Source: an optimization exercise on an open RTL-to-GDS flow (aim: small area, a short achievable clock period and few clock cycles). Production flows keep margins and buffers that such runs may drop.
Where RTL was checked, it was by simulation tests only, not by an equivalence proof against the original.
The RTL of runs 1 to 3 was laid out without a check of its function.

### design/flow/design.v
module riscv_multicycle(input           clk, rst,
                        output[29:0]    mem_addr,
                        output[31:0]    mem_wdata,
                        output[3:0]     mem_wstrb,
                        input[31:0]     mem_rdata);
reg         xv;              
reg [29:0]  fpc;             
reg [29:0]  xpc;             
reg [31:7]  xir;             
reg [31:0]  xa, xb;          
reg         x_ld, x_st, x_br, x_jal, x_jalr, x_lui, x_auipc, x_alu, x_imm, x_we;
reg [31:0]  rf [1:31];
wire [2:0]  f3 = xir[14:12];
wire [4:0]  xrd = xir[11:7];
wire [31:0] immI = {{20{xir[31]}}, xir[31:20]};
wire [31:0] immS = {{20{xir[31]}}, xir[31:25], xir[11:7]};
wire [31:0] immB = {{20{xir[31]}}, xir[7], xir[30:25], xir[11:8], 1'b0};
wire [31:0] immJ = {{12{xir[31]}}, xir[19:12], xir[20], xir[30:21], 1'b0};
wire [31:0] immU = {xir[31:12], 12'b0};
wire [31:0] abase = (x_ld | x_st | x_jalr) ? xa : (x_lui ? 32'b0 : {xpc, 2'b00});
wire [31:0] aimm  = x_st ? immS : (x_br ? immB : (x_jal ? immJ : ((x_lui | x_auipc) ? immU : immI)));
wire [31:0] asum  = abase + aimm;
wire        sub   = x_alu & ~x_imm & xir[30];
wire [32:0] diff  = {1'b0, xa} - {1'b0, xb};
wire [31:0] addv  = sub ? diff[31:0] : xa + xb;
wire        ltu   = diff[32];
wire        lt    = (xa[31] ^ xb[31]) ? xa[31] : diff[31];
wire        eq    = (xa == xb);
wire [4:0]  sh    = xb[4:0];
wire        left  = (f3 == 3'b001);
wire [31:0] srcs;
genvar gi;
generate for (gi = 0; gi < 32; gi = gi + 1) begin : rev
    assign srcs[gi] = left ? xa[31-gi] : xa[gi];
end endgenerate
wire        fill  = ~left & xir[30] & xa[31];
wire [31:0] shr   = $signed({fill, srcs}) >>> sh;
wire [31:0] shv;
generate for (gi = 0; gi < 32; gi = gi + 1) begin : rev2
    assign shv[gi] = left ? shr[31-gi] : shr[gi];
end endgenerate
reg  [31:0] aluv;
always @(*) begin
    case (f3)
        3'b000: aluv = addv;
        3'b001: aluv = shv;
        3'b010: aluv = {31'b0, lt};
        3'b011: aluv = {31'b0, ltu};
        3'b100: aluv = xa ^ xb;
        3'b101: aluv = shv;
        3'b110: aluv = xa | xb;
        default: aluv = xa & xb;
    endcase
end
reg         bt;
always @(*) begin
    case (f3)
        3'b000: bt = eq;
        3'b001: bt = ~eq;
        3'b100: bt = lt;
        3'b101: bt = ~lt;
        3'b110: bt = ltu;
        3'b111: bt = ~ltu;
        default: bt = 1'b0;
    endcase
end
wire [29:0] xpc1 = xpc + 30'd1;
wire [1:0]  bo = asum[1:0];
reg  [31:0] ldv;
always @(*) begin
    case (f3[1:0])
        2'b00: begin
            case (bo)
                2'b00: ldv[7:0] = mem_rdata[7:0];
                2'b01: ldv[7:0] = mem_rdata[15:8];
                2'b10: ldv[7:0] = mem_rdata[23:16];
                default: ldv[7:0] = mem_rdata[31:24];
            endcase
            ldv[31:8] = {24{~f3[2] & ldv[7]}};
        end
        2'b01: begin
            ldv[15:0] = bo[1] ? mem_rdata[31:16] : mem_rdata[15:0];
            ldv[31:16] = {16{~f3[2] & ldv[15]}};
        end
        default: ldv = mem_rdata;
    endcase
end
wire [31:0] wd = x_ld ? ldv :
                 (x_jal | x_jalr) ? {xpc1, 2'b00} :
                 (x_lui | x_auipc) ? asum : aluv;
wire        we = xv & x_we;
assign mem_wdata = (f3[1:0] == 2'b00) ? {4{xb[7:0]}} :
                   (f3[1:0] == 2'b01) ? {2{xb[15:0]}} : xb;
reg  [3:0]  strb;
always @(*) begin
    case (f3[1:0])
        2'b00: strb = 4'b0001 << bo;
        2'b01: strb = bo[1] ? 4'b1100 : 4'b0011;
        default: strb = 4'b1111;
    endcase
end
assign mem_wstrb = (xv & x_st) ? strb : 4'b0000;
wire        xmem  = xv & (x_ld | x_st);
wire        redir = x_jal | x_jalr | (x_br & bt);
assign mem_addr = ~xv ? fpc :
                  ((x_ld | x_st | redir) ? asum[31:2] : xpc1);
wire [31:0] ins = mem_rdata;
wire [6:0]  op  = ins[6:0];
wire [4:0]  rs1 = ins[19:15];
wire [4:0]  rs2 = ins[24:20];
wire [4:0]  rd  = ins[11:7];
wire        f_ld    = (op == 7'b0000011);
wire        f_st    = (op == 7'b0100011);
wire        f_br    = (op == 7'b1100011);
wire        f_jal   = (op == 7'b1101111);
wire        f_jalr  = (op == 7'b1100111);
wire        f_lui   = (op == 7'b0110111);
wire        f_auipc = (op == 7'b0010111);
wire        f_op    = (op == 7'b0110011);
wire        f_opimm = (op == 7'b0010011);
wire        f_we    = (rd != 5'd0) & (f_ld | f_jal | f_jalr | f_lui | f_auipc | f_op | f_opimm);
wire [31:0] r1 = (rs1 == 5'd0) ? 32'b0 : rf[rs1];
wire [31:0] r2 = (rs2 == 5'd0) ? 32'b0 : rf[rs2];
wire [31:0] va = (we && rs1 == xrd) ? wd : r1;
wire [31:0] vb = f_opimm ? {{20{ins[31]}}, ins[31:20]} :
                 ((we && rs2 == xrd) ? wd : r2);
always @(posedge clk) begin
    if (we) rf[xrd] <= wd;
end
always @(posedge clk or posedge rst) begin
    if (rst) begin
        xv  <= 1'b0;
        fpc <= 30'b0;
    end
    else if (xmem) begin
        xv  <= 1'b0;
        fpc <= xpc1;
    end
    else begin
        xv  <= 1'b1;
    end
end
always @(posedge clk) begin
    if (~xmem) begin
        xpc     <= mem_addr;
        xir     <= ins[31:7];
        xa      <= va;
        xb      <= vb;
        x_ld    <= f_ld;
        x_st    <= f_st;
        x_br    <= f_br;
        x_jal   <= f_jal;
        x_jalr  <= f_jalr;
        x_lui   <= f_lui;
        x_auipc <= f_auipc;
        x_alu   <= f_op | f_opimm;
        x_imm   <= f_opimm;
        x_we    <= f_we;
    end
end
endmodule
### design/flow/run.sh
#!/bin/bash
# synth_recipe.tcl (not shown) runs the flow's synth.tcl, then flattens the netlist and writes it again
# the make line also repeats each setting of config.mk as NAME=value (left out here)
make -C /OpenROAD-flow-scripts/flow DESIGN_CONFIG=/design/flow/config.mk WORK_HOME=/design/flow/orfs CLKGATE_MAP_FILE= SYNTH_SCRIPT=/design/flow/synth_recipe.tcl finish
### design/flow/config.mk
export PLATFORM = sky130hd
export DESIGN_NAME = riscv_multicycle
export DESIGN_NICKNAME = riscv_multicycle
export VERILOG_FILES = /design/flow/design.v
export SDC_FILE = /design/flow/constraint.sdc
export NUM_CORES = 4
export LEC_CHECK = 0
export CAP_MARGIN = 20
export CORE_MARGIN = 2
export CORE_UTILIZATION = 40
export SLEW_MARGIN = 20
### design/flow/constraint.sdc
create_clock -name core_clock -period 11.0 [get_ports {clk}]
set_input_delay 2.2000 -clock core_clock [delete_from_list [all_inputs] [get_ports {clk}]]
set_output_delay 2.2000 -clock core_clock [all_outputs]
set_load 0.01 [all_outputs]
==> metrics.cfg, run 1 <==
[outcome]
status=complete, no violations

[route]
highest_layer=met5
viasPerCell=6.72
route.detailed.drc=0
ant_nets=0
drt-met1-wl_um=99000
vias=46400
drtIter0Drc=7209
dr.pass1.iters=8
route.met2.wl_um=115000
wl_per_cell_um=36.9
wl_met3_um=25200
wirelength_um=255000

[final_layout]
syn_to_final_growth_pct=11.9
nNetsFinal=4785
layout.cells.non_filler=6902
drive_above_1_share_pct=22.8
fill_cells=14300
multi_input_area_um2=29600
regArea_um2=34400

[logic_synthesis]
syn_nets=4785
ys_top_cells_by_area=edfxtp_1, mux4_2, mux2i_1
yosys_warnings=1
synth_top_flop_cell=edfxtp_1
avgSynthCellArea_um2=14.2
ys_ff_latch=1152
ys_async_sr_fraction_pct=2.69
ys_seq_area_share_pct=52.5
synth_area_leader_cell=edfxtp_1
syn-instance-count=4618
synth_enable_flop_cells=1121
netlist_area_um2=65600
ys_types=89
synth_top_area_share_pct=51.3

[clocking]
cts_buffer_depth=3
cts-root-buf=clkbuf_16
htree_levels=3
cts_tree=done
cts-resized-gates=0
cts.sinks=1152
hold_buffers=0
cts.reportedPaths.clkPinSlew_ps=70
clock_latency_ps=780
cts-buffers-inserted=120
post-cts-setup-buffers=0

[timing]
setup_viol=0
finalHoldViolations=0
max_freq_mhz=102
worst_pin_slew_ps=1260
finalMaxSlewViolations=0
relSlewSlack_pct=15.2
finClkSkew_ps=70.7
rsz0062_at_grt=no
finalSetupTns_ps=0
min_period_ps=9810
hold_slack_ps=488
fin_crit_sh_pct=89.2

[die]
rows=148
dieArea_um2=167000
initial_core_util_pct=40.3
die_y_um=409
ios=100
coreArea_um2=163000
die_width_um=409

[grt]
first_global_vias=45000
grt_max_degree=160
antenna_found_initial=8
grt_pass1_wl_um=355000
gr-total-overflow=0
grt_use_total_pct=30.1

[critical_path]
cp_max_fo=37
cp-end-kind=primary output
cp.arrival_ps=7610
crit_type=flip-flop to primary output
cp-start-kind=flip-flop
cp_data_required_time_ps=8800

[place]
gp_congestion=1.04
port_buffers=99
hpwl_um=166000
dp.cells=6668

[hold_path]
min_path_type=flip-flop to flip-flop

[run]
maxCapViolCount=0

## flip-flops by register name, summed over array words and instances, names as in the netlist, 25 cells and up
register and count:
xa 32, xir 25, fpc 30, rf 992
xpc 30, xb 32
## kinds of logic (layout without fill, tap and decap cells)
family / count (synthesis) / count (layout) / share of synthesized area, %
AOI/OAI and AO/OA: 994 / 994 / 9.68
xor gates and xnor gates: 84 / 84 / 1.12
adders and majority gates: 133 / 133 / 2.58
buffers and inverters: 494 / 599 / 2.93
DFF: 1152 / 1152 / 52.5
muxes: 859 / 859 / 24.7
other: 0 / 4 / 0
and+or+nand+nor: 902 / 902 / 6.40
## final timing paths
kind / start / endpoint / slack, ps / cells after the start
max: xb[1] / mem_addr[0] / 1190 / 18
min: fpc[8] / fpc[8] / 490 / 2
max reg2reg: xa[8] / rf[25][31] / 2950 / 19
min reg2reg: fpc[8] / fpc[8] / 490 / 2
max in group asynchronous: rst / fpc[4] / 8770 / 3
min in group asynchronous: rst / fpc[15] / 1840 / 3
## stage by stage
step	cell area (µm²)	worst slack, ps	utilization [%]
2_1_floorplan	65600	3680	-
3_3_place_gp	69300	2150	42.6
3_5_place_dp	69300	2120	42.6
4_1_cts	73300	1300	45.1
5_1_grt	73400	893	45.1
6_report	73400	1190	45.1
## cells in the mapped netlist (10+ instances only)
cell       instances
o311ai_0          17
o21a_1            10
a31oi_1           24
xnor2_1           44
xor2_1            40
a211oi_1          28
mux2_2            55
o2bb2ai_1         16
dfrtp_1           31
nand3b_1          35
nand2b_1          18
nor3_1            44
o22ai_1           27
ha_1             129
nor2b_1           30
o21bai_1          17
nor4_1            13
o21ai_0          264
buf_2             10
o31ai_1           24
a221oi_1          21
a211o_1           10
or4_1             12
a22o_1            12
o221ai_1          23
nand2_1          218
and3_1            21
or3_1             18
mux2i_1          201
nor2_1           367
and2_1            14
nand3_1           45
or2_2             19
edfxtp_1        1121
a221o_1           18
clkbuf_1         261
o211ai_1          23
buf_1             73
nand4_1           17
a21oi_1          296
mux4_2           600
inv_1            135
a21o_1            52
## worst max-delay path, cell delays in order, from the launching register on
cell,delay [ps]
edfxtp_1,380
inv_1,420
ha_1,320
nor3_1,100
o31ai_1,860
a21boi_0,280
a221o_1,430
o21ai_0,530
a31oi_1,260
a21oi_1,210
o21bai_1,110
fa_1,430
o311ai_0,350
a31oi_1,90
nand3_2,630
buf_4,330
mux2_2,350
a21oi_1,180
clkdlybuf4s50_1,570
## layout by cell type (no fill, tap or decap), drive strengths merged, types with 52 or more instances in the layout
master and n:
a21o 52, a21oi 296, buf 145, clkbuf 140
clkdlybuf4s50 89, clkinv 57, edfxtp 1121, ha 129
inv 140, mux2 55, mux2i 201, mux4 603
nand2 218, nor2 367, o21ai 267
## area by class of cell
cell class,count,share of cell area [%]
sequential,1152,46.9
inverter,138,0.706
clock inverter,87,1.22
tap,2175,3.71
timing repair buffer,234,2.87
antenna,4,0.0136
multi-input combinational,2972,40.3
clock buffer,140,4.22
## layer usage
layer | global-route usage (%) | up-vias
met1 | 41.3 | 24100
li1 | - | 18700
met2 | 46.2 | 2965
met5 | 0 | -
met3 | 5.08 | 635
met4 | 15.4 | 6
==> run 2, diff against run 1 <==
--- a/design/flow/design.v
+++ b/design/flow/design.v
@@ -6,3 +6,2 @@
 reg         xv;              
-reg [29:0]  fpc;             
 reg [29:0]  xpc;             
@@ -10,3 +9,4 @@
 reg [31:0]  xa, xb;          
-reg         x_ld, x_st, x_br, x_jal, x_jalr, x_lui, x_auipc, x_alu, x_imm, x_we;
+reg [31:0]  xt;              
+reg         x_ld, x_st, x_br, x_jal, x_jalr, x_lui, x_alu, x_imm, x_we;
 reg [31:0]  rf [1:31];
@@ -16,13 +16,7 @@
 wire [31:0] immS = {{20{xir[31]}}, xir[31:25], xir[11:7]};
-wire [31:0] immB = {{20{xir[31]}}, xir[7], xir[30:25], xir[11:8], 1'b0};
-wire [31:0] immJ = {{12{xir[31]}}, xir[19:12], xir[20], xir[30:21], 1'b0};
-wire [31:0] immU = {xir[31:12], 12'b0};
-wire [31:0] abase = (x_ld | x_st | x_jalr) ? xa : (x_lui ? 32'b0 : {xpc, 2'b00});
-wire [31:0] aimm  = x_st ? immS : (x_br ? immB : (x_jal ? immJ : ((x_lui | x_auipc) ? immU : immI)));
-wire [31:0] asum  = abase + aimm;
+wire [31:0] asum  = xa + (x_st ? immS : immI);
 wire        sub   = x_alu & ~x_imm & xir[30];
-wire [32:0] diff  = {1'b0, xa} - {1'b0, xb};
-wire [31:0] addv  = sub ? diff[31:0] : xa + xb;
-wire        ltu   = diff[32];
-wire        lt    = (xa[31] ^ xb[31]) ? xa[31] : diff[31];
+wire [31:0] addv  = sub ? xa - xb : xa + xb;
+wire        ltu   = xa < xb;
+wire        lt    = $signed(xa) < $signed(xb);
 wire        eq    = (xa == xb);
@@ -67,2 +61,3 @@
 wire [29:0] xpc1 = xpc + 30'd1;
+wire [31:0] tsum = (x_lui ? 32'b0 : {xpc, 2'b00}) + xt;
 wire [1:0]  bo = asum[1:0];
@@ -89,3 +84,3 @@
                  (x_jal | x_jalr) ? {xpc1, 2'b00} :
-                 (x_lui | x_auipc) ? asum : aluv;
+                 x_alu ? aluv : tsum;
 wire        we = xv & x_we;
@@ -103,5 +98,4 @@
 wire        xmem  = xv & (x_ld | x_st);
-wire        redir = x_jal | x_jalr | (x_br & bt);
-assign mem_addr = ~xv ? fpc :
-                  ((x_ld | x_st | redir) ? asum[31:2] : xpc1);
+assign mem_addr = (xv & (x_ld | x_st | x_jalr)) ? asum[31:2] :
+                  (xv & (x_jal | (x_br & bt))) ? tsum[31:2] : xpc1;
 wire [31:0] ins = mem_rdata;
@@ -121,4 +115,15 @@
 wire        f_we    = (rd != 5'd0) & (f_ld | f_jal | f_jalr | f_lui | f_auipc | f_op | f_opimm);
-wire [31:0] r1 = (rs1 == 5'd0) ? 32'b0 : rf[rs1];
-wire [31:0] r2 = (rs2 == 5'd0) ? 32'b0 : rf[rs2];
+wire [31:0] fimm = f_br  ? {{20{ins[31]}}, ins[7], ins[30:25], ins[11:8], 1'b0} :
+                   f_jal ? {{12{ins[31]}}, ins[19:12], ins[20], ins[30:21], 1'b0} :
+                           {ins[31:12], 12'b0};
+reg  [31:0] r1, r2;
+integer     ri;
+always @(*) begin
+    r1 = 32'b0;
+    r2 = 32'b0;
+    for (ri = 1; ri < 32; ri = ri + 1) begin
+        r1 = r1 | ({32{rs1 == ri}} & rf[ri]);
+        r2 = r2 | ({32{rs2 == ri}} & rf[ri]);
+    end
+end
 wire [31:0] va = (we && rs1 == xrd) ? wd : r1;
@@ -132,10 +137,7 @@
         xv  <= 1'b0;
-        fpc <= 30'b0;
-    end
-    else if (xmem) begin
-        xv  <= 1'b0;
-        fpc <= xpc1;
+        xpc <= {30{1'b1}};
     end
     else begin
-        xv  <= 1'b1;
+        xv  <= ~xmem;
+        if (~xmem) xpc <= mem_addr;
     end
@@ -143,18 +145,15 @@
 always @(posedge clk) begin
-    if (~xmem) begin
-        xpc     <= mem_addr;
-        xir     <= ins[31:7];
-        xa      <= va;
-        xb      <= vb;
-        x_ld    <= f_ld;
-        x_st    <= f_st;
-        x_br    <= f_br;
-        x_jal   <= f_jal;
-        x_jalr  <= f_jalr;
-        x_lui   <= f_lui;
-        x_auipc <= f_auipc;
-        x_alu   <= f_op | f_opimm;
-        x_imm   <= f_opimm;
-        x_we    <= f_we;
-    end
+    xir     <= ins[31:7];
+    xa      <= va;
+    xb      <= vb;
+    xt      <= fimm;
+    x_ld    <= f_ld;
+    x_st    <= f_st;
+    x_br    <= f_br;
+    x_jal   <= f_jal;
+    x_jalr  <= f_jalr;
+    x_lui   <= f_lui;
+    x_alu   <= f_op | f_opimm;
+    x_imm   <= f_opimm;
+    x_we    <= f_we;
 end
--- a/design/flow/config.mk
+++ b/design/flow/config.mk
@@ -10,2 +10,3 @@
 export CORE_UTILIZATION = 40
+export SETUP_SLACK_MARGIN = 5
 export SLEW_MARGIN = 20
==> run 2 against run 1 <==
Compared with the run above:
- worst setup slack better by 3300 ps
- routed wire length grew 34%
- register-to-register slack improved by 1500 ps
- flip-flop and latch count down 6
- first-iteration DRC count increased by 95%
- non-clock buffer count is 260 higher
- utilization is 3.0 points higher
- die area decreased by 7.4%
- sequential share of layout area down 1.1 points
- largest cell class unchanged
- highest routed layer unchanged
==> metrics.cfg, run 2 <==
[critical_path]
crit_type=flip-flop to flip-flop
reg2reg_slack_ps=4450  ; +1500 ps
max_stage_delay_ps=510  ; -350 ps
cp_common_cell=buf_4
cp-start-kind=flip-flop
cp_data_required_time_ps=11680  ; +2880 ps
reg2reg_from=xb[3]
r2r_cells=41  ; +22
rr_endpoint=xpc[24]
cp_slowest_cell=or4_4
cp_max_fo=6  ; -84%
cp-end-kind=flip-flop
cp.arrival_ps=7230  ; -380 ps

[clocking]
hold_buffers=0  ; unchanged
cts.sinks=1146  ; -0.52%
cts.reportedPaths.clkPinSlew_ps=60  ; about the same
cts_buffer_depth=3  ; unchanged
htree_levels=3  ; unchanged
cts-buffers-inserted=120  ; unchanged
clock_latency_ps=810  ; +30 ps
cts_tree=done
cts-root-buf=clkbuf_16

[route]
dr.pass1.iters=11  ; +3
route.detailed.drc=0  ; unchanged
wl_per_cell_um=45.0  ; +22%
wirelength_um=342000  ; +34%
ant_nets=0  ; unchanged
viasPerCell=7.72  ; +15%
drtIter0Drc=14100  ; +95%
vias=58600  ; +26%

[die]
initial_core_util_pct=40.4  ; +0.088 points
die_y_um=393  ; -3.8%
dieArea_um2=155000  ; -7.4%
coreArea_um2=150000  ; -7.7%
rows=142  ; -4.1%
ios=100  ; unchanged
die_width_um=393  ; -3.8%

[logic_synthesis]
syn-instance-count=5237  ; +13%
ys_top_cells_by_area=edfxtp_1, a22oi_1, a221oi_1
synth_top_flop_cell=edfxtp_1
yosys_warnings=1  ; unchanged
synth_top_area_share_pct=49.1  ; -2.2 points
syn_nets=5432  ; +14%
ys_async_sr_fraction_pct=2.71  ; +0.014 points
ys_types=91  ; +2.2%
ys_seq_area_share_pct=54.5  ; +2.0 points
synth_enable_flop_cells=992  ; -12%
ys_ff_latch=1146  ; -0.52%
yosysMostFrequentCell=edfxtp_1
netlist_area_um2=60700  ; -7.5%
avgSynthCellArea_um2=11.6  ; -18%
synth_common_cells=edfxtp_1, a22oi_1, nor2_1
synth_area_leader_cell=edfxtp_1

[place]
place_area_um2=65100  ; -6.2%
port_buffers=99  ; unchanged
hpwl_um=202000  ; +22%
gp_congestion=1.07  ; +3.5%

[grt]
gr-total-overflow=0  ; unchanged
grt_use_total_pct=42.1  ; +12 points
antenna_found_initial=25  ; +17
grt_pass1_wl_um=454000  ; +28%
first_global_vias=53800  ; +20%
grt_max_degree=53  ; -67%

[final_layout]
final_area_um2=72300  ; -1.4%
syn_to_final_growth_pct=19.2
nNetsFinal=5658  ; +18%
fill_cells=13500  ; -5.5%
final_cell_mix=edfxtp_1, a22oi_1, buf_4, a221oi_1, a22o_1
largest_register_ffs=992  ; unchanged
largest_register=rf
multi_input_area_um2=27400  ; -7.4%
regArea_um2=33200  ; -3.7%
drive_above_1_share_pct=19.4  ; -3.4 points
reg.largest.list=rf (992), xa (32), xb (32)
utilization_pct=48.1  ; +3.0 points
mostFrequentLayoutCell=edfxtp_1

[timing]
finalMaxSlewViolations=0  ; unchanged
worst_pin_slew_ps=1370  ; +101 ps
relSlewSlack_pct=8.27  ; -6.9 points
setup_viol=0  ; unchanged
finalSetupTns_ps=0  ; unchanged
max_freq_mhz=153  ; +50%
rsz0062_at_grt=yes
min_period_ps=6550  ; -3250 ps
finalHoldViolations=0  ; unchanged
finClkSkew_ps=72.0  ; +1.30 ps
fin_crit_sh_pct=59.6  ; -30 points

[hold_path]
hold_path_end=xpc[17]
whs_path_depth=2  ; unchanged
min_path_type=flip-flop to flip-flop
hp-start=xpc[17]

[outcome]
status=complete, no violations

[run]
maxCapViolCount=0  ; unchanged

-- run 2: cell count changes after synthesis, sizes merged, moves of 92 or more --
cell,change
mux4,-560
a22oi,+392
a221oi,+268
a22o,+260
nand4,+131
edfxtp,-129
dfxtp,+123
mux2i,-112
o21ai,-92
-- run 2: what timing repair did --
item                       CTS  global route
gates resized for setup    359            88
setup endpoints to repair  101           126
pin swaps                   46            45
cloned                      11             1
setup buffers              127            38
hold endpoints to repair     0             0
-- run 2: worst max-delay path by stage --
stage / start / end / slack, ps / cells after the start
floorplan: xb[2] / mem_addr[23] / 5020 / 18
global placement: xb[2] / mem_addr[3] / 3430 / 15
detailed placement: xb[2] / mem_addr[3] / 3350 / 15
CTS: xb[2] / mem_addr[3] / 4490 / 16
global route: xb[2] / xpc[24] / 4400 / 42
finish: xb[3] / xpc[24] / 4450 / 41
-- run 2: cell families after synthesis --
family                     synth area share [%]
AOI/OAI and AO/OA                          23.5
xor gates and xnor gates                   1.53
adders and majority gates                  3.37
buffers and inverters                      3.52
DFF                                        54.5
muxes                                      3.96
and+or+nand+nor                            9.58
-- run 2: area by class of cell --
cell class,instances,share of cell area [%]
multi-input cells,3557,37.9
diodes,14,0.0484
well taps,2016,3.49
clock buffers,145,4.38
repair buffers,494,6.06
inverters,143,0.783
flip-flops and latches,1146,45.9
repair inverters,1,0.0104
clock inverters,81,1.51
-- run 2: through the flow --
| step | cells | hold WS [ps] | setup WS (ps) |
|---|---|---|---|
| 2_1_floorplan | 5237 | 468 | 5020 |
| 3_5_place_dp | 7179 | 509 | 3350 |
| 4_1_cts | 7543 | 513 | 4490 |
| 6_report | 7597 | 506 | 4450 |
| 3_3_place_gp | 7178 | 498 | 3430 |
| 5_1_grt | 7585 | 532 | 4400 |
-- run 2: worst max-delay path, delay by kind of cell (launching register included) --
family | cells | cell delay [ps]
buffers and inverters | 30 | 3750
AOI/OAI and AO/OA | 6 | 1140
and+or+nand+nor | 3 | 680
DFF | 1 | 380
adders and majority gates | 1 | 320
muxes | 1 | 220
-- run 2: metal layers --
| metal | global-route usage [%] | routed length [µm] | up-vias |
|---|---|---|---|
| met5 | 0 | 174 | - |
| met4 | 30.7 | 34100 | 24 |
| met3 | 17.2 | 56600 | 2011 |
| met2 | 60.2 | 138000 | 6559 |
| met1 | 51.0 | 112000 | 28300 |
| li1 | - | - | 21700 |
==> run 3, diff against run 2 <==
--- a/design/flow/design.v
+++ b/design/flow/design.v
@@ -16,3 +16,3 @@
 wire [31:0] immS = {{20{xir[31]}}, xir[31:25], xir[11:7]};
-wire [31:0] asum  = xa + (x_st ? immS : immI);
+wire [31:0] asum  = xa + xt;
 wire        sub   = x_alu & ~x_imm & xir[30];
@@ -115,3 +115,5 @@
 wire        f_we    = (rd != 5'd0) & (f_ld | f_jal | f_jalr | f_lui | f_auipc | f_op | f_opimm);
-wire [31:0] fimm = f_br  ? {{20{ins[31]}}, ins[7], ins[30:25], ins[11:8], 1'b0} :
+wire [31:0] fimm = f_st  ? {{20{ins[31]}}, ins[31:25], ins[11:7]} :
+                   (f_ld | f_jalr) ? {{20{ins[31]}}, ins[31:20]} :
+                   f_br  ? {{20{ins[31]}}, ins[7], ins[30:25], ins[11:8], 1'b0} :
                    f_jal ? {{12{ins[31]}}, ins[19:12], ins[20], ins[30:21], 1'b0} :
==> run 3 against run 2 <==
Compared with the run above:
- sequential share of layout area down 0.19 points
- die area up 0.57%
- register-to-register slack worse by 180 ps
- utilization down 0.54 points
==> metrics.cfg, run 3 <==
[die]
rows=143  ; +0.70%
initial_core_util_pct=40.2  ; -0.14 points
die_y_um=395  ; +0.29%
dieArea_um2=156000  ; +0.57%
die_width_um=395  ; +0.29%
coreArea_um2=152000  ; +0.94%
ios=100  ; unchanged

[clocking]
htree_levels=3  ; unchanged
cts-buffers-inserted=120  ; unchanged
clock_latency_ps=830  ; +20 ps
cts_buffer_depth=3  ; unchanged
cts_tree=done
cts-root-buf=clkbuf_16
cts.reportedPaths.clkPinSlew_ps=70  ; about the same
cts.sinks=1137  ; -0.79%

[route]
ant_nets=0  ; unchanged
wirelength_um=346000  ; +1.4%
dr.pass1.iters=14  ; +3
viasPerCell=7.47  ; -3.2%
drtIter0Drc=12800  ; -8.9%
vias=58600  ; +0.012%
route.detailed.drc=0  ; unchanged
wl_per_cell_um=44.2  ; -1.8%

[outcome]
status=complete, no violations

[critical_path]
cp-end-kind=primary output
worstPathCellList=inv_2 -> ha_4 -> buf_4 -> nor2b_1 -> o211ai_1 -> nand4_1 -> o32ai_4 -> o211ai_4 -> or4_4 -> a31oi_4 -> buf_12 -> buf_12 -> buf_16 -> mux2i_1 -> nand2_1 -> buf_4 -> o21ai_2 -> buf_2
path_delay_family=compound AO/OA/AOI/OAI gates
max_stage_delay_ps=460  ; -50 ps
crit_type=flip-flop to primary output
startpoint=xb[13]
reg2reg_slack_ps=4270  ; -180 ps
cp_max_fo=6  ; unchanged
cp_data_required_time_ps=8800  ; -2880 ps
cp-start-kind=flip-flop
cp_num_buf_inv=7  ; -77%
reg2reg_from=xb[13]
cp.arrival_ps=4550  ; -2680 ps
cp_slowest_cell=or4_4

[timing]
finClkSkew_ps=107  ; +34.7 ps
min_period_ps=6750  ; +197 ps
finalMaxSlewViolations=0  ; unchanged
finalSetupTns_ps=0  ; unchanged
rsz0062_at_grt=yes
relSlewSlack_pct=10.6  ; +2.3 points
worst_pin_slew_ps=1330  ; -32.6 ps
setup_viol=0  ; unchanged
hold_slack_ps=498  ; -7.94 ps
fin_crit_sh_pct=61.4  ; +1.8 points
finalHoldViolations=0  ; unchanged
max_freq_mhz=148  ; -2.9%

[place]
gp_congestion=1.03  ; -4.6%
port_buffers=99  ; unchanged
hpwl_um=210000  ; +3.9%
dp.cells=7422  ; +3.4%

[logic_synthesis]
ys_async_sr_fraction_pct=2.73  ; +0.021 points
ys_types=103  ; +13%
ys_ff_latch=1137  ; -0.79%
syn-instance-count=5484  ; +4.7%
netlist_area_um2=61000  ; +0.58%
yosys_warnings=1  ; unchanged
synth_common_cells=edfxtp_1, a22oi_1, nand2_1
ys_top_cells_by_area=edfxtp_1, a22oi_1, dfxtp_1
yosysMostFrequentCell=edfxtp_1
syn_nets=5679  ; +4.5%
synth_area_leader_cell=edfxtp_1
synth_top_area_share_pct=48.8  ; -0.28 points
synth_enable_flop_cells=992  ; unchanged
synth_top_flop_cell=edfxtp_1
ys_seq_area_share_pct=53.9  ; -0.61 points
avgSynthCellArea_um2=11.1  ; -3.9%

[grt]
gr-total-overflow=0  ; unchanged
grt_use_total_pct=42.7  ; +0.63 points
first_global_vias=55000  ; +2.2%
antenna_found_initial=20  ; -20%
grt_max_degree=56  ; +5.7%
grt_pass1_wl_um=463000  ; +2.1%

[final_layout]
largest_register=rf
mostFrequentLayoutCell=edfxtp_1
utilization_pct=47.6  ; -0.54 points
drive_above_1_share_pct=17.3  ; -2.0 points
nNetsFinal=5897  ; +4.2%
final_cell_mix=edfxtp_1, a22oi_1, nand2_1, buf_4, nor2_1
syn_to_final_growth_pct=18.3
largest_register_ffs=992  ; unchanged
layout.cells.non_filler=7846  ; +3.3%

[run]
maxCapViolCount=0  ; unchanged

[hold_path]
hp-start=xpc[29]
min_path_type=flip-flop to flip-flop

[run 3: cell types whose count changed in the layout (fill, tap and decap cells not counted), sizes merged, moves of 17 or more]
cell,before,now
nor2,347,373
nand2,271,444
mux2,48,17
o21ai,175,219
a22oi,401,613
a22o,272,156
o31ai,45,25
nor4,15,32
a221oi,290,179
nor3,88,111
[run 3: worst register-to-register path: cells and delay by family, from the launching register on]
kind,cells,cell delay [ps]
buffers and inverters,31,3820
AOI/OAI and AO/OA,5,1140
and+or+nand+nor,4,820
DFF,1,350
adders and majority gates,1,290
muxes,1,160
[run 3: logic make-up (layout without fill, tap and decap cells)]
logic type               count (synthesis)  in the layout  share of synthesized area [%]
AND/OR/NAND/NOR                       1452           1452                           11.3
buffers and inverters                  547            869                           3.57
adder cells (fa/ha/maj)                161            161                           3.35
other                                    0             10                              0
multiplexers                           150            150                           3.24
XOR/XNOR                               110            110                           1.58
AO/OA/AOI/OAI                         1927           1927                           23.1
flip-flops                            1137           1137                           53.9
[run 3: worst paths after layout]
check	cells past startpoint	endpoint
min	2	xpc[29]
min in group asynchronous	3	xv
max in group asynchronous	3	xpc[29]
max	18	mem_addr[22]
min reg2reg	2	xpc[29]
max reg2reg	42	xpc[4]
[run 3: cell type report]
| type | instances | area, µm² |
|---|---|---|
| clock inverter | 88 | 972 |
| inverter | 149 | 584 |
| timing repair buffer | 494 | 4380 |
| sequential | 1137 | 33000 |
| clock buffer | 138 | 3110 |
| fill | 13700 | 79500 |
| multi-input combinational | 3800 | 27600 |
| tap | 2030 | 2540 |
| antenna | 10 | 25.0 |
[run 3: repair_timing]
item,4_1_cts,5_1_grt
pin swaps,55,26
cloned,11,0
endpoints found under the setup margin,157,94
hold buffers,0,0
setup buffers,132,45
gates resized for setup,326,83
[run 3: stage by stage]
step / setup WS (ps) / area (µm²)
after floorplan: 5000 / 61100
after global placement: 3100 / 65300
after detailed placement: 3050 / 65400
after CTS: 4440 / 71500
after global routing: 4170 / 72200
final: 4250 / 72200
[run 3: per-layer routing]
metal  up-vias  GRT usage [%]  wire, µm
met1     28400           50.9    116000
met5         -         0.0924       129
met4        14           31.9     34100
met3      1861           16.5     52000
li1      22400              -         -
met2      6027           62.6    144000
==> run 4, diff against run 3 <==
--- a/design/flow/design.v
+++ b/design/flow/design.v
@@ -1 +1,54 @@
+module pfx_add #(parameter W = 32)
+               (input[W-1:0]    a, b,
+                input           ci,
+                output[W-1:0]   s);
+localparam L = 5;               
+wire [W-1:0] g [0:L];
+wire [W-1:0] p [0:L];
+assign g[0] = a & b;
+assign p[0] = a ^ b;
+genvar k, i;
+generate
+    for (k = 0; k < L; k = k + 1) begin : lvl
+        for (i = 0; i < W; i = i + 1) begin : bit_
+            if (((i >> k) & 1) == 1) begin : comb
+                localparam integer J = ((i >> k) << k) - 1;
+                assign g[k+1][i] = g[k][i] | (p[k][i] & g[k][J]);
+                assign p[k+1][i] = p[k][i] & p[k][J];
+            end else begin : pass
+                assign g[k+1][i] = g[k][i];
+                assign p[k+1][i] = p[k][i];
+            end
+        end
+    end
+endgenerate
+wire [W:0] c;
+assign c[0] = ci;
+generate
+    for (i = 0; i < W; i = i + 1) begin : cy
+        assign c[i+1] = g[L][i] | (p[L][i] & ci);
+    end
+endgenerate
+assign s = p[0] ^ c[W-1:0];
+endmodule
+module pfx_ltu #(parameter W = 32)
+               (input[W-1:0]    a, b,
+                output          lt, eq);
+localparam L = 5;               
+wire [W-1:0] l [0:L];
+wire [W-1:0] e [0:L];
+assign l[0] = ~a & b;
+assign e[0] = ~(a ^ b);
+genvar k, i;
+generate
+    for (k = 0; k < L; k = k + 1) begin : lvl
+        for (i = 0; i < (W >> (k + 1)); i = i + 1) begin : pair
+            assign l[k+1][i] = l[k][2*i+1] | (e[k][2*i+1] & l[k][2*i]);
+            assign e[k+1][i] = e[k][2*i+1] & e[k][2*i];
+        end
+    end
+endgenerate
+assign lt = l[L][0];
+assign eq = e[L][0];
+endmodule
 module riscv_multicycle(input           clk, rst,
@@ -16,8 +69,10 @@
 wire [31:0] immS = {{20{xir[31]}}, xir[31:25], xir[11:7]};
-wire [31:0] asum  = xa + xt;
+wire [31:0] asum;
+pfx_add #(32) addradd(.a(xa), .b(xt), .ci(1'b0), .s(asum));
 wire        sub   = x_alu & ~x_imm & xir[30];
-wire [31:0] addv  = sub ? xa - xb : xa + xb;
-wire        ltu   = xa < xb;
-wire        lt    = $signed(xa) < $signed(xb);
-wire        eq    = (xa == xb);
+wire [31:0] addv;
+pfx_add #(32) aluadd(.a(xa), .b(xb ^ {32{sub}}), .ci(sub), .s(addv));
+wire        ltu, eq;
+pfx_ltu #(32) cmp(.a(xa), .b(xb), .lt(ltu), .eq(eq));
+wire        lt    = ltu ^ xa[31] ^ xb[31];
 wire [4:0]  sh    = xb[4:0];
@@ -61,3 +116,5 @@
 wire [29:0] xpc1 = xpc + 30'd1;
-wire [31:0] tsum = (x_lui ? 32'b0 : {xpc, 2'b00}) + xt;
+wire [29:0] tsh;
+pfx_add #(30) tgtadd(.a(xpc), .b(xt[31:2]), .ci(1'b0), .s(tsh));
+wire [31:0] tsum = {tsh, xt[1:0]};
 wire [1:0]  bo = asum[1:0];
@@ -84,3 +141,4 @@
                  (x_jal | x_jalr) ? {xpc1, 2'b00} :
-                 x_alu ? aluv : tsum;
+                 x_alu ? aluv :
+                 x_lui ? xt : tsum;
 wire        we = xv & x_we;
==> run 4 against run 3 <==
Compared with the run above:
- critical path depth down 5
- via count fell by 3.1%
- die area down 0.86%
==> metrics.cfg, run 4 <==
[outcome]
status=complete, no violations

[logic_synthesis]
synth_top_flop_cell=edfxtp_1
ys_async_sr_fraction_pct=2.73  ; unchanged
synth_common_cells=edfxtp_1, a22oi_1, nand2_1
ys_types=98  ; -4.9%
synth_enable_flop_cells=992  ; unchanged
avgSynthCellArea_um2=11.6  ; +3.9%
netlist_area_um2=60500  ; -0.87%
synth_top_area_share_pct=49.2  ; +0.43 points
ys_top_cells_by_area=edfxtp_1, a22oi_1, ha_1
syn_nets=5462  ; -3.8%
ys_seq_area_share_pct=54.4  ; +0.47 points
yosysMostFrequentCell=edfxtp_1
synth_area_leader_cell=edfxtp_1
yosys_warnings=4  ; +3
ys_ff_latch=1137  ; unchanged
syn-instance-count=5232  ; -4.6%

[critical_path]
worstPathCellList=inv_2 -> ha_2 -> nor4_4 -> nand4_1 -> nor3_4 -> mux2i_2 -> a21o_1 -> a32oi_4 -> buf_6 -> nand2_4 -> or3_1 -> nand3_1 -> clkdlybuf4s15_2
path_delay_family=simple AND/OR/NAND/NOR gates
cp.arrival_ps=4250  ; -300 ps
max_stage_delay_ps=430  ; -30 ps
cp-end-kind=primary output
cp_max_fo=11  ; +5
reg2reg_from=xir[5]
reg2reg_slack_ps=4850  ; +580 ps
cp_slowest_cell=dfxtp_4
r2r_cells=13  ; -69%
cp_num_buf_inv=3  ; -4
cp-start-kind=flip-flop
crit_type=flip-flop to primary output
cp_data_required_time_ps=8800  ; about the same
rr_endpoint=xb[3]

[final_layout]
final_area_um2=70800  ; -2.0%
fill_cells=13500  ; -1.1%
drive_above_1_share_pct=17.1  ; -0.28 points
syn_to_final_growth_pct=17.0
mostFrequentLayoutCell=edfxtp_1
regArea_um2=33000  ; about the same
largest_register=rf
final_cell_mix=edfxtp_1, a22oi_1, nand2_1, buf_4, nor2_1
largest_register_ffs=992  ; unchanged
multi_input_area_um2=27300  ; -1.0%
nNetsFinal=5599  ; -5.1%

[clocking]
cts.sinks=1137  ; unchanged
cts_buffer_depth=3  ; unchanged
hold_buffers=0  ; unchanged
htree_levels=3  ; unchanged
cts.reportedPaths.clkPinSlew_ps=60  ; about the same
cts-root-buf=clkbuf_16
cts_tree=done
cts-buffers-inserted=116  ; -3.3%
clock_latency_ps=810  ; -20 ps

[grt]
grt_pass1_wl_um=447000  ; -3.5%
gr-total-overflow=0  ; unchanged
antenna_found_initial=21  ; +5.0%
grt_use_total_pct=42.3  ; -0.45 points
grt_max_degree=45  ; -20%
first_global_vias=52300  ; -4.8%

[die]
coreArea_um2=150000  ; -1.2%
die_y_um=393  ; -0.43%
dieArea_um2=154000  ; -0.86%
ios=100  ; unchanged
initial_core_util_pct=40.3  ; +0.12 points
rows=142  ; -0.70%
die_width_um=393  ; -0.43%

[timing]
relSlewSlack_pct=7.15  ; -3.5 points
min_period_ps=6450  ; -301 ps
max_freq_mhz=155  ; +4.7%
finalMaxSlewViolations=0  ; unchanged
fin_crit_sh_pct=58.6  ; -2.7 points
worst_pin_slew_ps=1380  ; +45.3 ps
setup_viol=0  ; unchanged
finalHoldViolations=0  ; unchanged
finClkSkew_ps=85.2  ; -21.5 ps
finalSetupTns_ps=0  ; unchanged
rsz0062_at_grt=yes

[route]
wl_per_cell_um=44.9  ; +1.6%
viasPerCell=7.58  ; +1.4%
vias=56800  ; -3.1%
route.detailed.drc=0  ; unchanged
drtIter0Drc=13000  ; +1.5%
wirelength_um=337000  ; -2.8%
ant_nets=0  ; unchanged
dr.pass1.iters=13  ; -1

[place]
place_area_um2=64800  ; -0.85%
port_buffers=99  ; unchanged
hpwl_um=202000  ; -3.7%
gp_congestion=1.06  ; +3.0%

[hold_path]
hp-start=xpc[25]
min_path_type=flip-flop to flip-flop
whs_path_depth=2  ; unchanged
hold_path_end=xpc[25]

[run]
maxCapViolCount=0  ; unchanged

-- run 4: cell count changes in the layout (fill, tap and decap cells not counted), sizes merged, moves of 29 or more --
cell / change
buf: -108
inv: -31
a22oi: -48
a22o: +32
nor2: -68
nand2: -45
a21oi: -34
nand4: -46
ha: +29
o21ai: -48
nor2b: -30
-- run 4: logic make-up (layout without fill, tap and decap cells) --
logic type               after synthesis  count (layout)  share of synthesized area, %
flip-flops                          1137            1137                          54.4
multiplexers                         177             177                          3.93
buffers and inverters                495             731                          3.29
other                                  0              15                             0
adder cells (fa/ha/maj)              196             196                          4.18
XOR/XNOR                             126             126                          1.82
AND/OR/NAND/NOR                     1315            1316                          10.4
AO/OA/AOI/OAI                       1786            1786                          22.0
-- run 4: per-layer routing --
metal	global-route usage, %	share of wire (%)	vias to the layer above
li1	-	-	21400
met3	17.9	16	1815
met4	31.4	9.7	29
met1	50.7	33	27500
met5	0.255	0.13	-
met2	60.2	40	6120
-- run 4: layout make-up --
| type | count | area share, % |
|---|---|---|
| flip-flops and latches | 1137 | 46.6 |
| inverters | 123 | 0.711 |
| clock inverters | 81 | 1.47 |
| repair inverters | 3 | 0.0247 |
| multi-input cells | 3601 | 38.6 |
| well taps | 2016 | 3.56 |
| repair buffers | 387 | 4.72 |
| clock buffers | 137 | 4.25 |
| diodes | 15 | 0.0530 |
-- run 4: through the flow --
step           util [%]  hold WS, ps  worst slack [ps]  cells
4_1_cts            46.8          562              4620   7458
5_1_grt            47.2          590              4560   7489
2_1_floorplan         -          504              5000   5232
6_report           47.2          575              4550   7500
3_5_place_dp       43.2          556              3180   7172
3_3_place_gp       43.2          546              3200   7168
-- run 4: tightest hold or removal path: cells and delay by family, from the launching register on --
family          cells  cell delay, ps
compound gates      1              40
flops               1             420
simple gates        1             110
-- run 4: worst max path at each step --
stage                     startpoint           end  slack [ps]  depth (start not counted)
after floorplan                xb[3]  mem_addr[10]        5000                         16
after global placement         xb[0]  mem_addr[27]        3200                         14
after detailed placement       xb[0]  mem_addr[27]        3180                         14
after CTS                      xb[3]  mem_addr[18]        4620                         16
after global routing           xb[3]  mem_addr[27]        4560                         15
final                          xa[1]  mem_addr[19]        4550                         13
-- run 4: what timing repair did --
item,CTS,global route
endpoints found under the setup margin,349,159
cloned,8,2
setup buffers,60,23
resized for setup,299,79
pin swaps,48,31
Testbench counts of run 4, summed over its fixed seeds: cycles 74,868.
==> run 5, diff against run 4 <==
--- a/design/flow/config.mk
+++ b/design/flow/config.mk
@@ -9,3 +9,3 @@
 export CORE_MARGIN = 2
-export CORE_UTILIZATION = 40
+export CORE_UTILIZATION = 45
 export SETUP_SLACK_MARGIN = 5
==> run 5 against run 4 <==
Compared with the run above:
- via count increased by 1.3%
- design area is 0.36% higher
- critical endpoint is now xb[5]
- register-to-register slack worse by 340 ps
- clock skew up 10 ps
- first-iteration DRC count rose by 2.2%
==> metrics.cfg, run 5 <==
[outcome]
status=complete, no violations

[hold_path]
whs_path_depth=2  ; unchanged
hp-start=xpc[24]
min_path_type=flip-flop to flip-flop

[critical_path]
max_stage_delay_ps=910  ; +480 ps
rr_endpoint=xb[5]
worstPathCellList=or3b_4 -> buf_4 -> mux4_2 -> mux4_2 -> a222oi_1 -> or2_2 -> a31oi_2 -> buf_4 -> o21ai_1 -> a21oi_1
cp_slowest_cell=a222oi_1
reg2reg_from=xir[6]
path_delay_family=compound AO/OA/AOI/OAI gates
cp_num_buf_inv=2  ; -1
reg2reg_slack_ps=4510  ; -340 ps
cp-end-kind=flip-flop
path_depth=10  ; -3
r2r_cells=10  ; -3
critPathCapture=xb[5]
cp_data_required_time_ps=11480  ; +2680 ps
cp_max_fo=39  ; +28
cp-start-kind=flip-flop
crit_type=flip-flop to flip-flop
cp.arrival_ps=6970  ; +2720 ps
startpoint=xir[6]

[logic_synthesis]
yosys_warnings=4  ; unchanged
syn_nets=5462  ; unchanged
ys_top_cells_by_area=edfxtp_1, a22oi_1, ha_1
syn-instance-count=5232  ; unchanged
ys_async_sr_fraction_pct=2.73  ; unchanged
yosysMostFrequentCell=edfxtp_1
synth_top_flop_cell=edfxtp_1
synth_enable_flop_cells=992  ; unchanged
synth_top_area_share_pct=49.2  ; unchanged
ys_seq_area_share_pct=54.4  ; unchanged
netlist_area_um2=60500  ; unchanged
ys_types=98  ; unchanged
avgSynthCellArea_um2=11.6  ; unchanged
ys_ff_latch=1137  ; unchanged
synth_area_leader_cell=edfxtp_1
synth_common_cells=edfxtp_1, a22oi_1, nand2_1

[die]
ios=100  ; unchanged
initial_core_util_pct=45.3  ; +5.0 points
die_width_um=371  ; -5.7%
rows=134  ; -5.6%
die_y_um=371  ; -5.7%
dieArea_um2=137000  ; -11%
coreArea_um2=133000  ; -11%

[timing]
fin_crit_sh_pct=59.0  ; +0.36 points
setup_viol=0  ; unchanged
max_freq_mhz=154  ; -0.60%
rsz0062_at_grt=yes
finClkSkew_ps=95.2  ; +9.97 ps
min_period_ps=6490  ; +39.2 ps
finalHoldViolations=0  ; unchanged
finalMaxSlewViolations=0  ; unchanged
finalSetupTns_ps=0  ; unchanged
relSlewSlack_pct=13.7  ; +6.6 points
worst_pin_slew_ps=1280  ; -97.4 ps

[grt]
grt_max_degree=66  ; +47%
gr-total-overflow=0  ; unchanged
grt_use_total_pct=49.1  ; +6.8 points
antenna_found_initial=31  ; +48%
grt_pass1_wl_um=460000  ; +2.9%
first_global_vias=53500  ; +2.3%

[clocking]
cts.reportedPaths.clkPinSlew_ps=60  ; about the same
cts_tree=done
cts.sinks=1137  ; unchanged
cts-root-buf=clkbuf_16
cts-buffers-inserted=120  ; +3.4%
cts_buffer_depth=3  ; unchanged
hold_buffers=0  ; unchanged
htree_levels=3  ; unchanged
clock_latency_ps=820  ; about the same

[final_layout]
nNetsFinal=5626  ; +0.48%
mostFrequentLayoutCell=edfxtp_1
largest_register_ffs=992  ; unchanged
largest_register=rf
drive_above_1_share_pct=18.4  ; +1.3 points
final_cell_mix=edfxtp_1, a22oi_1, nand2_1, buf_4, nor2_1
syn_to_final_growth_pct=17.4

[route]
wl_per_cell_um=47.8  ; +6.4%
drtIter0Drc=13300  ; +2.2%
viasPerCell=7.90  ; +4.3%
dr.pass1.iters=14  ; +1
vias=57500  ; +1.3%
route.detailed.drc=0  ; unchanged
wirelength_um=348000  ; +3.4%
ant_nets=0  ; unchanged

[place]
gp_congestion=1.06  ; +0.37%
hpwl_um=209000  ; +3.7%
port_buffers=99  ; unchanged

[run]
maxCapViolCount=0  ; unchanged

## run 5: cell counts after synthesis
Identical to the previous run, type by type.
## run 5: how the worst min path moves through the flow
| stage | endpoint |
|---|---|
| after floorplan | xpc[24] |
| after global routing | xpc[24] |
| final | xpc[24] |
| after detailed placement | xpc[24] |
| after CTS | xpc[24] |
| after global placement | xpc[24] |
## run 5: worst reg2reg max path, stage by stage, from the launching register on
cell and delay, ps:
dfxtp_4 560, or3b_4 580, buf_4 710, mux4_2 750
mux4_2 680, a222oi_1 920, or2_2 340, a31oi_2 130
buf_4 300, o21ai_1 760, a21oi_1 460
## run 5: cells by family after synthesis
group / synth area share [%]
XOR/XNOR: 1.82
multiplexers: 3.93
flip-flops: 54.4
AO/OA/AOI/OAI: 22.0
buffers and inverters: 3.29
adder cells (fa/ha/maj): 4.18
AND/OR/NAND/NOR: 10.4
## run 5: layout make-up
| class | count | area, µm² |
|---|---|---|
| repair inverters | 3 | 21.3 |
| clock inverters | 88 | 941 |
| repair buffers | 408 | 3490 |
| flip-flops and latches | 1137 | 33000 |
| diodes | 13 | 32.5 |
| multi-input cells | 3603 | 27600 |
| inverters | 123 | 505 |
| well taps | 1768 | 2210 |
| clock buffers | 141 | 3210 |
| fillers | 11600 | 62400 |
## run 5: through the flow
| stage | setup slack (ps) | std cells | hold WS (ps) | area, µm² | utilization [%] |
|---|---|---|---|---|---|
| global route | 4660 | 7274 | 571 | 71000 | 53.2 |
| finish | 4510 | 7284 | 554 | 71000 | 53.2 |
| detailed placement | 2350 | 6926 | 543 | 64500 | 48.4 |
| global placement | 2510 | 6924 | 539 | 64500 | 48.3 |
| CTS | 4720 | 7229 | 550 | 70300 | 52.7 |
| floorplan | 5000 | 5232 | 504 | 60500 | - |
## run 5: what timing repair did
item,4_1_cts,5_1_grt
pin swaps,46,42
setup buffers,67,38
cloned,7,3
resized for setup,331,115
hold endpoints to repair,0,0
setup endpoints to repair,248,258
## run 5: per-layer routing
layer | track usage [%] | vias to the layer above | wire [µm]
li1 | - | 21400 | -
met1 | 57.1 | 27800 | 112000
met2 | 70.9 | 6287 | 142000
met3 | 19.8 | 2028 | 54400
met4 | 40.9 | 37 | 38800
met5 | 0.629 | - | 374
==> run 6, diff against run 5 <==
--- a/design/flow/config.mk
+++ b/design/flow/config.mk
@@ -9,3 +9,3 @@
 export CORE_MARGIN = 2
-export CORE_UTILIZATION = 45
+export CORE_UTILIZATION = 50
 export SETUP_SLACK_MARGIN = 5
==> run 6 against run 5 <==
Compared with the run above:
- still clean
- register-to-register slack better by 360 ps
- global-route usage increased by 6.0 points
- design area is 0.53% higher
- clock-buffer cell count decreased by 4
- highest routed layer unchanged
==> metrics.cfg, run 6 <==
[critical_path]
reg2reg_from=xir[7]
cp_num_buf_inv=5  ; +3
worstPathCellList=inv_4 -> ha_4 -> nor4_4 -> nand3_2 -> nor3_4 -> mux2i_2 -> a21o_1 -> a32oi_4 -> buf_12 -> buf_6 -> buf_6 -> and3_4 -> a31oi_4 -> mux2i_1 -> buf_2
cp-end-kind=primary output
cp_common_cell=buf_6
cp_data_required_time_ps=8800  ; -2680 ps
cp_max_fo=6  ; -85%
reg2reg_slack_ps=4870  ; +360 ps
cp.arrival_ps=4130  ; -2840 ps
crit_type=flip-flop to primary output
cp_slowest_cell=nor4_4
rr_endpoint=xa[26]
max_stage_delay_ps=400  ; -510 ps
cp-start-kind=flip-flop
r2r_cells=11  ; +1
path_delay_family=simple AND/OR/NAND/NOR gates

[logic_synthesis]
yosysMostFrequentCell=edfxtp_1
syn_nets=5462  ; unchanged
ys_seq_area_share_pct=54.4  ; unchanged
synthMuxAreaShare_pct=3.93  ; unchanged
syn-instance-count=5232  ; unchanged
avgSynthCellArea_um2=11.6  ; unchanged
synth_common_cells=edfxtp_1, a22oi_1, nand2_1
netlist_area_um2=60500  ; unchanged
synth_compound_area_share_pct=22.0  ; unchanged
synth_top_area_share_pct=49.2  ; unchanged
synth_top_family_by_area=compound AO/OA/AOI/OAI gates
synth_xor_area_share_pct=1.82  ; unchanged
synth_top_flop_cell=edfxtp_1
ys_ff_latch=1137  ; unchanged
ys_top_cells_by_area=edfxtp_1, a22oi_1, ha_1
synth_area_leader_cell=edfxtp_1
synth_enable_flop_cells=992  ; unchanged
synth-simple-area-share_pct=10.4  ; unchanged
synthAdderAreaFrac_pct=4.18  ; unchanged
yosys_warnings=4  ; unchanged
ys_types=98  ; unchanged
ys_async_sr_fraction_pct=2.73  ; unchanged

[route]
vias=58900  ; +2.3%
wirelength_um=348000  ; -0.11%
dr.pass1.iters=12  ; -2
ant_nets=0  ; unchanged
viasPerCell=8.23  ; +4.2%
drtIter0Drc=13400  ; +0.73%
wl_per_cell_um=48.6  ; +1.7%
route.detailed.drc=0  ; unchanged

[die]
rows=127  ; -5.2%
dieArea_um2=124000  ; -9.9%
die_y_um=352  ; -5.1%
ios=100  ; unchanged
initial_core_util_pct=50.4  ; +5.1 points
die_width_um=352  ; -5.1%
coreArea_um2=120000  ; -10%

[place]
gp_congestion=1.10  ; +4.0%
port_buffers=99  ; unchanged
dp.cells=6764  ; -2.3%
hpwl_um=204000  ; -2.6%

[timing]
setup_viol=0  ; unchanged
finalHoldViolations=0  ; unchanged
finalSetupTns_ps=0  ; unchanged
relSlewSlack_pct=2.65  ; -11 points
rsz0062_at_grt=yes
fin_crit_sh_pct=57.5  ; -1.5 points
max_freq_mhz=158  ; +2.5%
finalMaxSlewViolations=0  ; unchanged
finClkSkew_ps=86.4  ; -8.72 ps
hold_slack_ps=559  ; +5.62 ps
worst_pin_slew_ps=1440  ; +164 ps
min_period_ps=6330  ; -160 ps

[final_layout]
nNetsFinal=5641  ; +0.27%
layout.cells.non_filler=7152  ; -1.8%
largest_register_ffs=992  ; unchanged
final_cell_mix=edfxtp_1, a22oi_1, nand2_1, buf_4, nor2_1
drive_above_1_share_pct=19.1  ; +0.78 points
mostFrequentLayoutCell=edfxtp_1
syn_to_final_growth_pct=18.0
largest_register=rf

[hold_path]
whs_path_depth=2  ; unchanged
min_path_type=flip-flop to flip-flop
hold_path_end=xpc[12]
hp-start=xpc[12]

[grt]
first_global_vias=53600  ; +0.039%
gr-total-overflow=0  ; unchanged
antenna_found_initial=34  ; +9.7%
grt_use_total_pct=55.1  ; +6.0 points
grt_pass1_wl_um=461000  ; +0.20%
grt_max_degree=53  ; -20%

[clocking]
hold_buffers=0  ; unchanged
htree_levels=3  ; unchanged
cts.sinks=1137  ; unchanged
cts-buffers-inserted=117  ; -2.5%
cts_buffer_depth=3  ; unchanged
cts.reportedPaths.clkPinSlew_ps=70  ; about the same
cts_tree=done
clock_latency_ps=820  ; about the same
cts-root-buf=clkbuf_16

[run]
maxCapViolCount=0  ; unchanged

[outcome]
status=complete, no violations

[run 6: final cells by class]
type                            instances  area, µm²
Timing Repair inverter                  4       26.3
Tap cell                             1612       2020
Inverter                              123        507
Fill cell                            9803      48600
Multi-Input combinational cell       3602      27900
Clock inverter                         81       1080
Sequential cell                      1137      33100
Antenna cell                           30       75.1
Timing Repair Buffer                  426       3690
Clock buffer                          137       3070
[run 6: logic make-up (layout without fill, tap and decap cells)]
| logic type | after synthesis | count (layout) |
|---|---|---|
| adder cells (fa/ha/maj) | 196 | 196 |
| flip-flops | 1137 | 1137 |
| AO/OA/AOI/OAI | 1786 | 1786 |
| multiplexers | 177 | 177 |
| buffers and inverters | 495 | 771 |
| other | 0 | 30 |
| AND/OR/NAND/NOR | 1315 | 1317 |
| XOR/XNOR | 126 | 126 |
[run 6: worst max path at each step]
stage | depth (start not counted) | start | slack, ps | to
floorplan | 16 | xb[3] | 5000 | mem_addr[10]
global placement | 12 | xb[0] | 2580 | mem_addr[22]
detailed placement | 11 | xb[0] | 3050 | mem_addr[17]
CTS | 14 | xb[3] | 4790 | mem_addr[16]
global route | 15 | xb[10] | 4710 | mem_addr[11]
finish | 15 | xb[30] | 4670 | mem_addr[11]
[run 6: per-stage QoR]
step                area, µm²  setup WS (ps)  utilization, %
global placement        64300           2580            53.6
global route            71300           4710            59.5
finish                  71400           4670            59.5
CTS                     70500           4790            58.8
detailed placement      64300           3050            53.6
floorplan               60500           5000               -
[run 6: what timing repair did]
item                       in CTS  in global routing
buffers inserted               98                 27
gates resized for setup       403                 96
cloned                          7                  2
setup endpoints to repair     226                228
pin swaps                      62                 31
[run 6: routing by layer]
layer	part of all wire [%]	vias to the layer above	GRT usage [%]
met1	32	28100	63.1
met3	17	2259	28.1
met2	39	7052	75.3
met5	0.24	-	3.02
li1	-	21500	-
met4	11	34	47.2
[run 6: worst min-delay path, stage by stage, from the launching register on]
cell and delay (ps):
dfstp_2 400, nor2_1 110, a31oi_1 50
==> run 7, diff against run 6 <==
--- a/design/flow/design.v
+++ b/design/flow/design.v
@@ -60,2 +60,3 @@
 reg [29:0]  xpc;             
+reg [29:0]  npc;             
 reg [31:7]  xir;             
@@ -156,4 +157,7 @@
 wire        xmem  = xv & (x_ld | x_st);
+wire        guess = xt[31];                  
+wire        wrong = xv & x_br & (bt ^ guess);
 assign mem_addr = (xv & (x_ld | x_st | x_jalr)) ? asum[31:2] :
-                  (xv & (x_jal | (x_br & bt))) ? tsum[31:2] : xpc1;
+                  (xv & (x_jal | (x_br & guess))) ? tsum[31:2] :
+                  xv ? xpc1 : npc;
 wire [31:0] ins = mem_rdata;
@@ -197,7 +201,7 @@
         xv  <= 1'b0;
-        xpc <= {30{1'b1}};
+        npc <= 30'b0;
     end
     else begin
-        xv  <= ~xmem;
-        if (~xmem) xpc <= mem_addr;
+        xv  <= ~(xmem | wrong);
+        npc <= (x_br & bt) ? tsum[31:2] : xpc1;
     end
@@ -205,2 +209,3 @@
 always @(posedge clk) begin
+    xpc     <= mem_addr;
     xir     <= ins[31:7];
--- a/design/flow/config.mk
+++ b/design/flow/config.mk
@@ -9,3 +9,3 @@
 export CORE_MARGIN = 2
-export CORE_UTILIZATION = 50
+export CORE_UTILIZATION = 40
 export SETUP_SLACK_MARGIN = 5
==> run 7 against run 6 <==
Compared with the run above:
- still clean on timing, DRC and antenna
- utilization down 13 points
- flip-flop and latch count up 30
- register-to-register slack better by 410 ps
- synthesized cell count down 1.7%
==> metrics.cfg, run 7 <==
[outcome]
status=complete, no violations

[route]
vias=56200  ; -4.7%
drtIter0Drc=13400  ; -0.16%
dr.pass1.iters=13  ; +1
wirelength_um=318000  ; -8.4%
viasPerCell=7.59  ; -7.9%
wl_per_cell_um=43.0  ; -12%
route.detailed.drc=0  ; unchanged

[critical_path]
cp-start-kind=input pin
cp_max_fo=19  ; +13
cp_data_required_time_ps=11720  ; +2920 ps
startpoint=mem_rdata[23]
crit_type=input pin to flip-flop
cp-end-kind=flip-flop

[die]
dieArea_um2=154000  ; +25%
die_y_um=393  ; +12%
ios=100  ; unchanged
rows=142  ; +12%
die_width_um=393  ; +12%
coreArea_um2=150000  ; +25%

[logic_synthesis]
ys_types=98  ; unchanged
synth_common_cells=edfxtp_1, a22oi_1, nand2_1
syn-instance-count=5145  ; -1.7%
ys_async_sr_fraction_pct=2.66  ; -0.070 points
synth_area_leader_cell=edfxtp_1
synth_top_flop_cell=edfxtp_1
netlist_area_um2=60500  ; about the same
avgSynthCellArea_um2=11.8  ; +1.6%
ys_seq_area_share_pct=55.3  ; +0.96 points
ys_ff_latch=1167  ; +2.6%
yosysMostFrequentCell=edfxtp_1

[timing]
min_period_ps=6080  ; -245 ps
max_freq_mhz=164  ; +4.0%
relSlewSlack_pct=18.2  ; +16 points
rsz0062_at_grt=yes
finalHoldViolations=0  ; unchanged
fin_crit_sh_pct=55.3  ; -2.2 points
worst_pin_slew_ps=1220  ; -220 ps

[grt]
grt_pass1_wl_um=426000  ; -7.4%
antenna_found_initial=14  ; -59%
first_global_vias=51900  ; -3.2%
grt_max_degree=54  ; +1.9%

[final_layout]
nNetsFinal=5499  ; -2.5%
utilization_pct=47.0  ; -13 points
largest_register=rf
layout.cells.non_filler=7401  ; +3.5%
largest_register_ffs=992  ; unchanged

[clocking]
cts-root-buf=clkbuf_16
clock_latency_ps=800  ; -20 ps
htree_levels=4  ; +1
cts.sinks=1167  ; +2.6%
cts-buffers-inserted=130  ; +11%
cts.reportedPaths.clkPinSlew_ps=70  ; about the same
cts_buffer_depth=3  ; unchanged
hold_buffers=0  ; unchanged
cts_tree=done

[place]
dp.cells=7108  ; +5.1%
gp_congestion=1.03  ; -6.9%
hpwl_um=187000  ; -8.5%

[hold_path]
whs_path_depth=2  ; unchanged
min_path_type=flip-flop to flip-flop
hp-start=npc[19]

[run]
maxCapViolCount=0  ; unchanged

-- run 7: worst max-delay path, cell delays in order --
cell             delay [ps]
clkdlybuf4s50_1        1030
nand3b_1                550
nor2_4                  880
buf_4                   640
a22oi_1                 170
nand4_1                 170
nor3_1                   70
a21oi_1                 770
nor2_1                   70
a21oi_1                 190
-- run 7: final timing paths --
check | end | slack, ps
worst min register to register | xpc[19] | 530
worst min-delay path | xpc[19] | 530
min in group asynchronous | npc[16] | 1870
worst max-delay path | xb[20] | 4920
worst max register to register | npc[8] | 5280
max in group asynchronous | npc[24] | 8730
-- run 7: kinds of logic (layout without fill, tap and decap cells) --
| group | after synthesis | in the layout | share of synthesized area, % |
|---|---|---|---|
| AOI/OAI and AO/OA | 1771 | 1771 | 21.9 |
| and+or+nand+nor | 1212 | 1212 | 9.53 |
| DFF | 1167 | 1167 | 55.3 |
| buffers and inverters | 496 | 725 | 3.24 |
| adders and majority gates | 196 | 196 | 4.18 |
| muxes | 177 | 177 | 3.96 |
| xor gates and xnor gates | 126 | 126 | 1.83 |
| other | 0 | 11 | 0 |
-- run 7: layout make-up --
class / instances / area, µm²
antenna: 11 / 27.5
clock buffer: 167 / 3440
clock inverter: 70 / 901
fill: 13400 / 79500
inverter: 128 / 480
multi-input combinational: 3482 / 26600
sequential: 1167 / 33500
tap: 2016 / 2520
timing repair buffer: 360 / 2920
-- run 7: layer usage --
metal / part of all wire (%) / vias to the layer above / GRT usage (%)
met4: 9.5 / 13 / 27.8
li1: - / 21000 / -
met3: 17 / 1915 / 18.0
met2: 40 / 6253 / 56.9
met5: 0.059 / - / 0.542
met1: 33 / 27000 / 48.3
-- run 7: timing repair --
action                                  4_1_cts  5_1_grt
resized for setup                           212       50
endpoints found under the setup margin       28       84
gates cloned                                  0        0
pin swaps                                    30       28
setup buffers                                34        9
-- run 7: per-stage QoR --
| stage | setup WS, ps | cell area (µm²) |
|---|---|---|
| after global placement | 4360 | 65000 |
| after floorplan | 5510 | 60500 |
| final | 4920 | 70400 |
| after CTS | 4890 | 70200 |
| after global routing | 4850 | 70400 |
| after detailed placement | 4220 | 65000 |
Testbench counts of run 7, summed over its fixed seeds: cycles 78,554.

==> re-timing with driven ports <==
No port has a modelled driver above. Below, the same layouts with a new extraction and two added sets of constraints.
Step 1 (the two cells are an assumption about what drives the block):
set clk [get_ports {clk}]
set_driving_cell -lib_cell sky130_fd_sc_hd__clkbuf_16 $clk
set_driving_cell -lib_cell sky130_fd_sc_hd__buf_2 [delete_from_list [all_inputs] $clk]
Step 2, shift: input delay + t, output delay - t, t = (earliest + latest rising clock arrival at the registers) / 2. This alone moves slack from input paths to output paths.
Three values: ideal ports, drivers, drivers and shift; two values: the first two.
run | shift t [ns] | slack for setup (ns) | clock arrival spread, ns | worst register clock-pin slew, ns | cell pins on the clock port's net
run 1 | 0.831 | 1.191 / 1.103 / 1.933 | 0.071 / 0.071 | 0.09 / 0.09 | 1
run 2 | 0.851 | 4.446 / 4.423 / 4.144 | 0.072 / 0.072 | 0.07 / 0.07 | 1
run 3 | 0.859 | 4.249 / 4.171 / 4.055 | 0.107 / 0.106 | 0.07 / 0.07 | 1
run 4 | 0.849 | 4.550 / 4.467 / 3.943 | 0.086 / 0.086 | 0.07 / 0.07 | 1
run 5 | 0.849 | 4.511 / 4.511 / 3.914 | 0.096 / 0.096 | 0.08 / 0.08 | 1
run 6 | 0.849 | 4.671 / 4.596 / 3.905 | 0.089 / 0.089 | 0.07 / 0.07 | 1
run 7 | 0.851 | 4.916 / 4.881 / 4.113 | 0.066 / 0.066 | 0.07 / 0.07 | 1
After both steps setup and hold are still met in every run listed. For run 7, which loses most, drivers alone change the setup slack by -0.035 ns; drivers and shift together by -0.803 ns.
